This is an optimization exercise on Yosys and OpenROAD, whose aim is small area, a short achievable clock period and few clock cycles per item, not a production implementation. RTL that was checked went through simulation tests only; none was proved equivalent to the original. No functional check of the RTL was part of run 2. Power and IR drop assume default switching activity.

## flow/design.v (module list and top-level ports; edited modules follow where they fit)
// module pu_fa: 7 lines
// module pu_ha: 7 lines
// module pu_hbm_win: 15 lines
// module pu_hbm_clip: 8 lines
// module pu_hbm_top: 907 lines
module pu_hbm_top #(
    parameter PE_COL_NUM = 2
)(
    input                            clk            ,
    input                            rstn           ,
    input                            hbm_vld_i      ,
    output                           hbm_rdy_o      ,
    input   [5:0]                    pu_hbm_shift_i ,
    input                            pu_prelu_en_i  ,
    input   [20 * PE_COL_NUM -1: 0]  conv_oc0_i     ,
    input   [20 * PE_COL_NUM -1: 0]  conv_oc1_i     ,
    input   [20 * PE_COL_NUM -1: 0]  conv_oc2_i     ,
    input   [20 * PE_COL_NUM -1: 0]  conv_oc3_i     ,
    input   [15:0]                   hbm_para_oc0_i ,
    input   [15:0]                   hbm_para_oc1_i ,
    input   [15:0]                   hbm_para_oc2_i ,
    input   [15:0]                   hbm_para_oc3_i ,
    output                           hbm_vld_o      ,
    input                            hbm_rdy_i      ,
    output  [8 * PE_COL_NUM -1: 0]   hbm_oc0_o      ,
    output  [8 * PE_COL_NUM -1: 0]   hbm_oc1_o      ,
    output  [8 * PE_COL_NUM -1: 0]   hbm_oc2_o      ,
    output  [8 * PE_COL_NUM -1: 0]   hbm_oc3_o
);
  // ...
==> flow/flow/run.sh <==
#!/bin/bash
# Standard layout, with timing repair aiming past the clock period: repair_timing
# is asked for SETUP_SLACK_MARGIN ns of extra setup slack.
set -euo pipefail
bash standard.sh SETUP_SLACK_MARGIN=10.6 finish > standard_flow.log 2>&1
==> flow/standard.sh <==
#!/bin/bash
# synth_recipe.tcl (not shown) runs the flow's synth.tcl, then flattens the netlist and writes it again
# the make line also repeats each setting of config.mk as NAME=value (left out here)
make -C /OpenROAD-flow-scripts/flow DESIGN_CONFIG=/design/flow/config.mk WORK_HOME=/design/flow/orfs CLKGATE_MAP_FILE= SYNTH_SCRIPT=/design/flow/synth_recipe.tcl "${@:-finish}"
==> flow/config.mk <==
export PLATFORM = sky130hd
export DESIGN_NAME = pu_hbm_top
export DESIGN_NICKNAME = pu_hbm_top
export VERILOG_FILES = /design/flow/design.v
export SDC_FILE = /design/flow/constraint.sdc
export NUM_CORES = 4
export LEC_CHECK = 0
export CAP_MARGIN = 20
export CORE_MARGIN = 2
export CORE_UTILIZATION = 45
export CTS_CLUSTER_DIAMETER = 80
export CTS_CLUSTER_SIZE = 30
export PLACE_DENSITY = 0.55
export SLEW_MARGIN = 20
export SYNTH_HIERARCHICAL = 1
export SYNTH_MINIMUM_KEEP_SIZE = 0
==> flow/constraint.sdc <==
create_clock -name core_clock -period 15.0 [get_ports {clk}]
set_input_delay 3.0000 -clock core_clock [delete_from_list [all_inputs] [get_ports {clk}]]
set_output_delay 3.0000 -clock core_clock [all_outputs]
set_load 0.01 [all_outputs]
==> results.sh, run 1 <==
export IMPL_fin_tns_setup_ps=0
export IMPL_dominant_cells="multi-input gates"
export IMPL_synthDistinctLibCells=96
export IMPL_grt_ovfl_total=0
export IMPL_clkPwrFrac_pct=9.7
export IMPL_first_global_vias=96075
export IMPL_syn_cell_area_sq_mm=0.117
export IMPL_dp_cells=14257
export IMPL_status="complete, no violations"
export IMPL_buffers=539
export IMPL_startpoint="rdy_r"
export IMPL_cp_slowest_cell="dfstp_2"
export IMPL_cp_data_required_time_ps=12000
export IMPL_synthArstFlopShare_pct=1.16
export IMPL_clock_root_buffer="clkbuf_16"
export IMPL_hp_class="reg2reg"
export IMPL_fin_cells=14514
export IMPL_clkbuf_count=106
export IMPL_r2r_end="ob_r[35]"
export IMPL_internal_power_w=0.0157
export IMPL_crit_buf_inv=1
export IMPL_met1_usage_pct=41.3
export IMPL_min_delay_start="crow_r[0]"
export IMPL_die_h_um=514
export IMPL_detail_route_wl_per_cell_um=29.8
export IMPL_rr_worst_depth=18
export IMPL_relSlewSlack_pct=15.0
export IMPL_io_buffers=300
export IMPL_reg_top3="LANE.ra_r x288, LANE.rb_r x281, q_r x256"
export IMPL_drtIter0Drc=10392
export IMPL_worst_slack_ps=10570
export IMPL_clockBufferDepth=3
export IMPL_yosys_top_cells_count="1411 x xnor2_1, 1281 x fa_1, 1280 x a22oi_1"
export IMPL_grt_max_degree=127
export IMPL_cp_top_family="flip-flops"
export IMPL_sh_seq_area_pct=21.1
export IMPL_antenna_cells=23
export IMPL_insertion_delay_ps=820
export IMPL_tritoncts="yes"
export IMPL_final_core_util_pct=49.2
export IMPL_start_util_pct=45.2
export IMPL_cap_violations=0
export IMPL_rsz0062_at_grt="yes"
export IMPL_irDropWorstVdd_uv=167
Testbench counts, summed over its fixed seeds: cycles 4,192, items 4,096.
==> run 2, diff against run 1 <==
--- a/flow/design.v
+++ b/flow/design.v
@@ -84,18 +84,54 @@
         end
     end
     reg [5:0]  shift_r;
     reg [35:0] crow_r;
     reg [7:0]  one_r [0:3];
     reg [7:0]  two_r [0:3];
     reg [7:0]  neg_r [0:3];
     reg [3:0]  p15_r;
-    wire [31:0] k32  = (pu_hbm_shift_i == 6'd0 || pu_hbm_shift_i > 6'd32) ? 32'd0 : (32'd1 << (pu_hbm_shift_i - 6'd1));
-    wire [35:0] crow = {{4{k32[31]}}, k32} + 36'h2aab00000;
+    reg [35:0] crow;
+    always @(*) begin
+        case (pu_hbm_shift_i)
+            6'd1: crow = 36'h2aab00001;
+            6'd2: crow = 36'h2aab00002;
+            6'd3: crow = 36'h2aab00004;
+            6'd4: crow = 36'h2aab00008;
+            6'd5: crow = 36'h2aab00010;
+            6'd6: crow = 36'h2aab00020;
+            6'd7: crow = 36'h2aab00040;
+            6'd8: crow = 36'h2aab00080;
+            6'd9: crow = 36'h2aab00100;
+            6'd10: crow = 36'h2aab00200;
+            6'd11: crow = 36'h2aab00400;
+            6'd12: crow = 36'h2aab00800;
+            6'd13: crow = 36'h2aab01000;
+            6'd14: crow = 36'h2aab02000;
+            6'd15: crow = 36'h2aab04000;
+            6'd16: crow = 36'h2aab08000;
+            6'd17: crow = 36'h2aab10000;
+            6'd18: crow = 36'h2aab20000;
+            6'd19: crow = 36'h2aab40000;
+            6'd20: crow = 36'h2aab80000;
+            6'd21: crow = 36'h2aac00000;
+            6'd22: crow = 36'h2aad00000;
+            6'd23: crow = 36'h2aaf00000;
+            6'd24: crow = 36'h2ab300000;
+            6'd25: crow = 36'h2abb00000;
+            6'd26: crow = 36'h2acb00000;
+            6'd27: crow = 36'h2aeb00000;
+            6'd28: crow = 36'h2b2b00000;
+            6'd29: crow = 36'h2bab00000;
+            6'd30: crow = 36'h2cab00000;
+            6'd31: crow = 36'h2eab00000;
+            6'd32: crow = 36'h22ab00000;
+            default: crow = 36'h2aab00000;
+        endcase
+    end
     wire [34:0] ovm;
     genvar b;
     generate
         for (b = 0; b < 35; b = b + 1) begin : OVM
             assign ovm[b] = ({1'b0, shift_r} + 7'd8) <= b;
         end
     endgenerate
     always @(posedge clk) begin
==> flow/config.mk (replaced) <==
export PLATFORM = sky130hd
export DESIGN_NAME = pu_hbm_top
export DESIGN_NICKNAME = pu_hbm_top
export VERILOG_FILES = /design/flow/design.v
export SDC_FILE = /design/flow/constraint.sdc
export NUM_CORES = 4
export LEC_CHECK = 0
export CAP_MARGIN = 20
export CORE_MARGIN = 2
export CORE_UTILIZATION = 55
export CTS_CLUSTER_DIAMETER = 80
export CTS_CLUSTER_SIZE = 25
export PLACE_DENSITY = 0.65
export SLEW_MARGIN = 20
export SYNTH_HIERARCHICAL = 1
export SYNTH_MINIMUM_KEEP_SIZE = 0
==> results.sh, run 2 <==
export IMPL_maxSlewViolCount=0
export IMPL_dieArea_sq_mm=0.216
export IMPL_period_share_pct=29.5
export IMPL_crit_path_end_kind="output pin"
export IMPL_ant_nets=0
export IMPL_fp_row_count=168
export IMPL_reg_top3="LANE.ra_r x288, LANE.rb_r x281, q_r x256"
export IMPL_die_h_um=464
export IMPL_final_common_cell="xnor2_1"
export IMPL_status="complete, no violations"
export IMPL_critical_path_max_stage_delay_ps=550
export IMPL_synth_most_common_cell="xnor2_1"
export IMPL_insertion_delay_ps=800
export IMPL_synth_top_area_share_pct=22.0
export IMPL_leakagePower_nw=47.8
export IMPL_yosys_most_used_dff="dfxtp_1"
export IMPL_final_net_count=13115
export IMPL_clock_sinks=1201
export IMPL_io_buffers=300
export IMPL_largest_register="LANE.ra_r"
export IMPL_largest_reg_flops=288
export IMPL_syn_cell_area_sq_mm=0.117
export IMPL_ys_warn_count=43
export IMPL_grt_util_all_layers_pct=37.8
export IMPL_hpwl_um=288000
export IMPL_first_global_vias=97576
export IMPL_fillers=17561
export IMPL_power_density_mw_per_mm2=255
export IMPL_setup_viol=0
export IMPL_syn_to_final_growth_pct=8.00
export IMPL_grt_first_pass_wirelength_um=623000
export IMPL_drive_gt1_share_pct=10.0
export IMPL_whs_ps=365
export IMPL_core_sq_mm=0.210
export IMPL_grt_max_degree=133
export IMPL_cp_data_required_time_ps=12000
export IMPL_synthArstFlopShare_pct=1.17
export IMPL_worstSetupStartpointType="register"
export IMPL_ys_ff_latch=1201
export IMPL_synth_edf_count=256
export IMPL_antenna_found_initial=25
export IMPL_multi_input_area_sq_mm=0.0866
export IMPL_route_detailed_drc=0
export IMPL_relSlewSlack_pct=12.6
export IMPL_die_w_um=464
export IMPL_grt_ovfl_total=0
export IMPL_fmax_mhz=226
export IMPL_crit_chain="buf_6"
export IMPL_synthDistinctLibCells=95
export IMPL_synthTopCellsByArea="fa_1 22%, dfxtp_1 16%, xnor2_1 11%"
export IMPL_final_hold_violation_count=0
export IMPL_start_util_pct=55.5
export IMPL_rsz0062_at_grt="yes"
export IMPL_tightest_slew_ps=1310
export IMPL_cap_violations=0
export IMPL_path_class="reg2out"
export IMPL_cts_buffers=87
export IMPL_ctsHoldBuffers=0
export IMPL_wirelength_um=421000
export IMPL_syn_avg_cell_area_sq_um=10.1
export IMPL_seq_area_frac_synth_pct=22.9
export IMPL_place_congestion=0.996
export IMPL_hp_class="reg2reg"
export IMPL_tritoncts="yes"
export IMPL_vias=96102
export IMPL_cts_clk_slew_worst_paths_ps=90
export IMPL_yosysTopAreaCell="fa_1"
export IMPL_cp_slowest_cell="dfstp_2"
export IMPL_period_minus_slack_ps=4420
export IMPL_clock_root_buffer="clkbuf_16"
export IMPL_fin_tns_setup_ps=0
export IMPL_drtIter0Drc=13040
export IMPL_detail_route_wl_per_cell_um=30.1
export IMPL_final_cell_mix="1382 x xnor2_1, 1279 x a22oi_1, 1278 x fa_1"
export IMPL_htree_num_levels=3
export IMPL_irDropWorstVdd_uv=225
export IMPL_vias_per_cell=6.87
export IMPL_clockBufferDepth=3
export IMPL_cp_top_family="flip-flops"
export IMPL_synth_cells=11509
export IMPL_seqCellArea_sq_mm=0.0269
export IMPL_finalClockSkew_ps=51.2
export IMPL_crit_buf_inv=1
export IMPL_num_io_pins=301
export IMPL_yosys_top_cells_count="1413 x xnor2_1, 1281 x fa_1, 1280 x a22oi_1"
export IMPL_dr_pass1_iters=11
export IMPL_cp_data_arrival_time_ps=1420
export IMPL_path_max_fanout=2
[run 2: changes by cell type after synthesis, moves of 64 or more]
cell and delta:
mux2i_1 -122, buf_2 -112, clkbuf_1 +95, nand2_1 +69, o21ai_0 +69, nor2_1 -68, a222oi_1 +64
[run 2: final cells by class]
class                      count  area share, %
tap                         2805           2.79
antenna                       31         0.0616
timing repair buffer         546           3.95
sequential                  1201           21.4
timing repair inverter         1        0.00398
multi-input combinational   9062           68.8
inverter                     179          0.541
clock buffer                 101           1.85
clock inverter                60          0.699
[run 2: stage by stage]
step	std cells	utilization [%]	total power (W)	cell area, sq um	setup slack [ps]
final	13986	59.9	0.0321	126000	10580
after global routing	13960	59.9	0.0342	126000	10520
after CTS	13917	59.2	0.0309	124000	10510
after detailed placement	13727	57.3	0.0277	120000	8970
after global placement	13727	57.3	0.0274	120000	9020
after floorplan	11539	-	0.0206	117000	10600
[run 2: logic make-up (layout without fill, tap and decap cells)]
group / after synthesis / in the layout / share of synthesized area [%]
DFF: 1201 / 1201 / 22.9
other: 2 / 63 / 0.00644
muxes: 312 / 312 / 3.59
adders and majority gates: 1802 / 1802 / 27.6
buffers and inverters: 1283 / 887 / 4.47
and+or+nand+nor: 2099 / 2106 / 8.96
AOI/OAI and AO/OA: 3227 / 3227 / 20.5
xor gates and xnor gates: 1583 / 1583 / 12.0
[run 2: per-module statistics from Yosys, one instance, submodules excluded]
module | flip-flops and latches | times used | area (sq um) | cells
pu_hbm_win | 0 | 8 | 3800 | 532
pu_fa | 0 | 1272 | 20.0 | 1
pu_hbm_clip | 0 | 8 | 88.8 | 9
pu_hbm_top | 1201 | 1 | 57600 | 5717
pu_ha | 0 | 192 | 12.5 | 1
[run 2: worst paths after layout]
check | slack, ps | depth (start not counted) | from | end
min reg2reg | 360 | 0 | vld_a_r | vld_m_r
max | 10580 | 1 | rdy_r | hbm_rdy_o
max in group asynchronous | 11990 | 1 | rstn | rp_r[0]
max reg2reg | 10620 | 16 | LANE[0].rb_r[0] | ob_r[53]
min | 360 | 0 | vld_a_r | vld_m_r
min in group asynchronous | 2600 | 1 | rstn | rp_r[1]
[run 2: repair_timing]
| action | CTS | global route |
|---|---|---|
| gates cloned | 10 | 5 |
| resized for setup | 457 | 206 |
| setup endpoints to repair | 386 | 325 |
| pin swaps | 22 | 69 |
| buffers inserted | 19 | 33 |
[run 2: where the power goes]
group	switching (W)	internal, W
registers	0.000622	0.00486
clock network	0.00140	0.00128
logic	0.0146	0.00933
[run 2: metal layers]
metal,part of all wire [%],vias up,GRT usage [%]
met2,43,6462,56.1
met5,0.035,-,0
li1,-,40316,-
met4,5.3,22,18.1
met1,39,48069,50.6
met3,13,1233,11.2

## afterwards: timing with drivers on the ports
The flow's constraints put no driver on any port. The routed layouts listed below were extracted and timed again, unchanged, in two steps.
Step 1: set_driving_cell puts a clkbuf_16 on clk and a buf_2 on each other input, an assumption about the parent block.
Step 2, shift: input delay + t, output delay - t, t = (earliest + latest rising clock arrival at the registers) / 2. This alone moves slack from input paths to output paths.
Slacks: ideal ports / drivers / drivers and shift; pairs: ideal ports / drivers.
run	t, ns	slack for setup (ns)	hold WS [ns]	worst register clock-pin slew, ns	worst slew at a driven data input, ns
run 1	0.885	10.567 / 10.471 / 9.801	0.373 / 0.373 / 0.373	0.11 / 0.11	0.14
run 2	0.864	10.577 / 10.484 / 10.010	0.365 / 0.365 / 0.365	0.10 / 0.10	0.30
After both steps setup and hold are still met in every run listed. For run 1, which loses most, drivers alone change the setup slack by -0.096 ns; drivers and shift together by -0.766 ns.
